Source: an optimization exercise on an open RTL-to-GDS flow (aim: small area, a short achievable clock period and few clock cycles per item). Production flows keep margins and buffers that such runs may drop. The RTL was checked by simulation tests, not by an equivalence proof against the original design. No driver is modelled on the clock port, so clocking that relies on it looks cheaper here than on a real chip.

tundra:
==> flow/design.v (excerpt) <==
module booth_fsm
# (parameter DATAWIDTH = 32)
(
  input                        clk,
  input                        rstn,
  input                        en,
  input        [DATAWIDTH-1:0] multiplier,
  input        [DATAWIDTH-1:0] multiplicand,
  output reg                   done,
  output reg [2*DATAWIDTH-1:0] product
);
Size: about 2,900 cells after synthesis, ~25,000 um^2 of cells after synthesis.
Settings: LEC_CHECK=0, CAP_MARGIN=20, CORE_MARGIN=2, CORE_UTILIZATION=40, SLEW_MARGIN=20, SYNTH_HIERARCHICAL=1; clock period 6.0 ns.
standard.sh (not shown) runs the stock make flow with config.mk's settings and CLKGATE_MAP_FILE= SYNTH_SCRIPT=/design/flow/synth_recipe.tcl, a recipe that flattens the netlist after the stock synthesis.
==> flow/flow/run.sh <==
#!/bin/bash
# Own layout flow: the standard ORFS flow with three changes.
#  - ports are buffered with a plain buffer (buf_2) instead of the delay
#    buffer buffer_ports picks by default; every port still gets a buffer;
#  - before floorplanning, combinational cells that synthesis upsized are set
#    back to their smallest drive strength (registers are left alone); the
#    resizer then upsizes only what timing needs;
#  - before clock tree synthesis the buffers that timing-driven placement
#    added inside the design are taken out again and only slew, capacitance
#    and fanout are repaired (flow/rebuffer.tcl); the usual timing repair
#    after clock tree synthesis and global routing then does the rest.
# Each ORFS step writes its full log under orfs/logs/; make's output goes to
# standard.log here.
set -euo pipefail
here=$(pwd)
export BUFFER_PORTS_ARGS="-buffer_cell sky130_fd_sc_hd__buf_2"
export PRE_FLOORPLAN_TCL="$here/flow/downsize.tcl"
export PRE_CTS_TCL="$here/flow/rebuffer.tcl"
bash standard.sh > "$here/standard.log" 2>&1
==> flow/flow/rebuffer.tcl <==
# Before clock tree synthesis: take out the buffers that timing-driven global
# placement inserted inside the design (port buffers stay), fix slew,
# capacitance and fanout again, and legalize; the repair after clock tree
# synthesis then buffers or sizes only the paths that need it.
set_dont_use $::env(DONT_USE_CELLS)
set n 0
set block [ord::get_db_block]
foreach inst [$block getInsts] {
  if {![string match place* [$inst getName]]} { continue }
  set in_it [$inst findITerm A]
  set out_it [$inst findITerm X]
  if {$in_it eq "NULL" || $out_it eq "NULL"} { continue }
  set in_net [$in_it getNet]
  set out_net [$out_it getNet]
  if {[llength [$out_net getBTerms]] > 0} { continue }
  foreach it [$out_net getITerms] {
    if {[$it getInst] eq $inst} { continue }
    $it disconnect
    $it connect $in_net
  }
  $in_it disconnect
  $out_it disconnect
  odb::dbInst_destroy $inst
  odb::dbNet_destroy $out_net
  incr n
}
puts "rebuffer: removed $n placement buffers"
estimate_parasitics -placement
repair_design -cap_margin $::env(CAP_MARGIN) -slew_margin $::env(SLEW_MARGIN)
detailed_placement
Other scripts of this flow, unchanged in this note and not shown: flow/flow/downsize.tcl
Testbench counts of tundra, summed over its fixed seeds: cycles 2,048, items 2,048.
Input-level comparison between indigo and tundra:
==> flow/flow/run.sh <==
#!/bin/bash
# Own layout flow: the standard ORFS flow with two changes.
#  - ports are buffered with a plain buffer (buf_2) instead of the delay
#    buffer buffer_ports picks by default; every port still gets a buffer;
#  - before floorplanning, combinational cells that synthesis upsized are set
#    back to their smallest drive strength (registers are left alone); the
#    resizer then upsizes only what timing needs.
set -euo pipefail
here=$(pwd)
export BUFFER_PORTS_ARGS="-buffer_cell sky130_fd_sc_hd__buf_2"
export PRE_FLOORPLAN_TCL="$here/flow/downsize.tcl"
bash standard.sh > "$here/standard.log" 2>&1
removed: flow/flow/rebuffer.tcl
- Of indigo and tundra, it is indigo that has the higher fraction of met2 tracks used by global routing.
- Going from tundra to indigo, non-filler instance count after layout shows an increase of 499; layout-stage area growth over the synthesis result rose 7.5 points; total of fill cells in the finished design went up.
- indigo -> tundra: synthesized cell area delta 0, exact match
- On setup slack, indigo does better than tundra.
- On count of vias placed by the detailed router, indigo does worse than tundra.
- Routed wire length improves in indigo relative to tundra.
[inputs] raven vs indigo
# indigo
export LEC_CHECK = 0
export CAP_MARGIN = 20
export CORE_MARGIN = 2
export CORE_UTILIZATION = 40
export SLEW_MARGIN = 20
export SYNTH_HIERARCHICAL = 1
create_clock -name core_clock -period 6.0 [get_ports {clk}]
# raven
export LEC_CHECK = 0
export CAP_MARGIN = 20
export CORE_MARGIN = 2
export CORE_UTILIZATION = 40
export GPL_TIMING_DRIVEN = 0
export SLEW_MARGIN = 20
export SYNTH_HIERARCHICAL = 1
create_clock -name core_clock -period 6.0 [get_ports {clk}]
- raven completed end to end; final checks failed (negative setup slack).
- Diff indigo -> raven: final non-filler cell total has decreased, overall track demand over capacity in global routing moved up, cell area was more or less identical.
- A cell type of the slowest stage on the worst timing path of sky130_fd_sc_hd__fa_1 is what indigo shows, while sky130_fd_sc_hd__maj3_2 belongs to raven.
What umber does differently from raven at the input level:
# raven
export LEC_CHECK = 0
export CAP_MARGIN = 20
export CORE_MARGIN = 2
export CORE_UTILIZATION = 40
export GPL_TIMING_DRIVEN = 0
export SLEW_MARGIN = 20
export SYNTH_HIERARCHICAL = 1
create_clock -name core_clock -period 6.0 [get_ports {clk}]
# umber
export LEC_CHECK = 0
export CAP_MARGIN = 20
export CORE_MARGIN = 2
export CORE_UTILIZATION = 40
export PLACE_DENSITY = 0.65
export SLEW_MARGIN = 20
export SYNTH_HIERARCHICAL = 1
create_clock -name core_clock -period 6.0 [get_ports {clk}]
umber: all stages done; final checks FAILED (negative setup slack).
Diff raven -> umber: cell area after synthesis comparable, total CTS buffers about even.
Looking at source of the critical timing path, the multiplier[13] result is from umber; the multiplier[0] one comes from raven.

-- port drivers added, routing unchanged --
The flow's constraints put no driver on any port. The routed layouts listed below were extracted and timed again, unchanged, in two steps. Step 1, drivers: a clkbuf_16 drives clk and a buf_2 each remaining input, both assumed. Step 2 also shifts input and output timing later by t, the mid clock arrival at the registers, as if the neighbouring blocks saw the same clock. Slacks: no drivers / after step 1 / after step 2; pairs: no drivers / after step 1.
run	shift t [ns]	setup WS [ns]	slew at the worst register clock pin (ns)	worst data-port slew with drivers (ns)
tundra	0.396	0.091 / -0.131 / -0.527	0.07 / 0.07	0.35
indigo	0.398	0.099 / -0.035 / -0.433	0.07 / 0.07	0.19
raven	0.398	-0.013 / -0.220 / -0.618	0.06 / 0.06	0.31
umber	0.395	-0.007 / 0.017 / -0.378	0.07 / 0.07	0.08
With both steps, setup timing fails in tundra and indigo, where it was met with ideal ports. For tundra, which loses most, drivers alone change the setup slack by -0.222 ns; drivers and shift together by -0.618 ns.
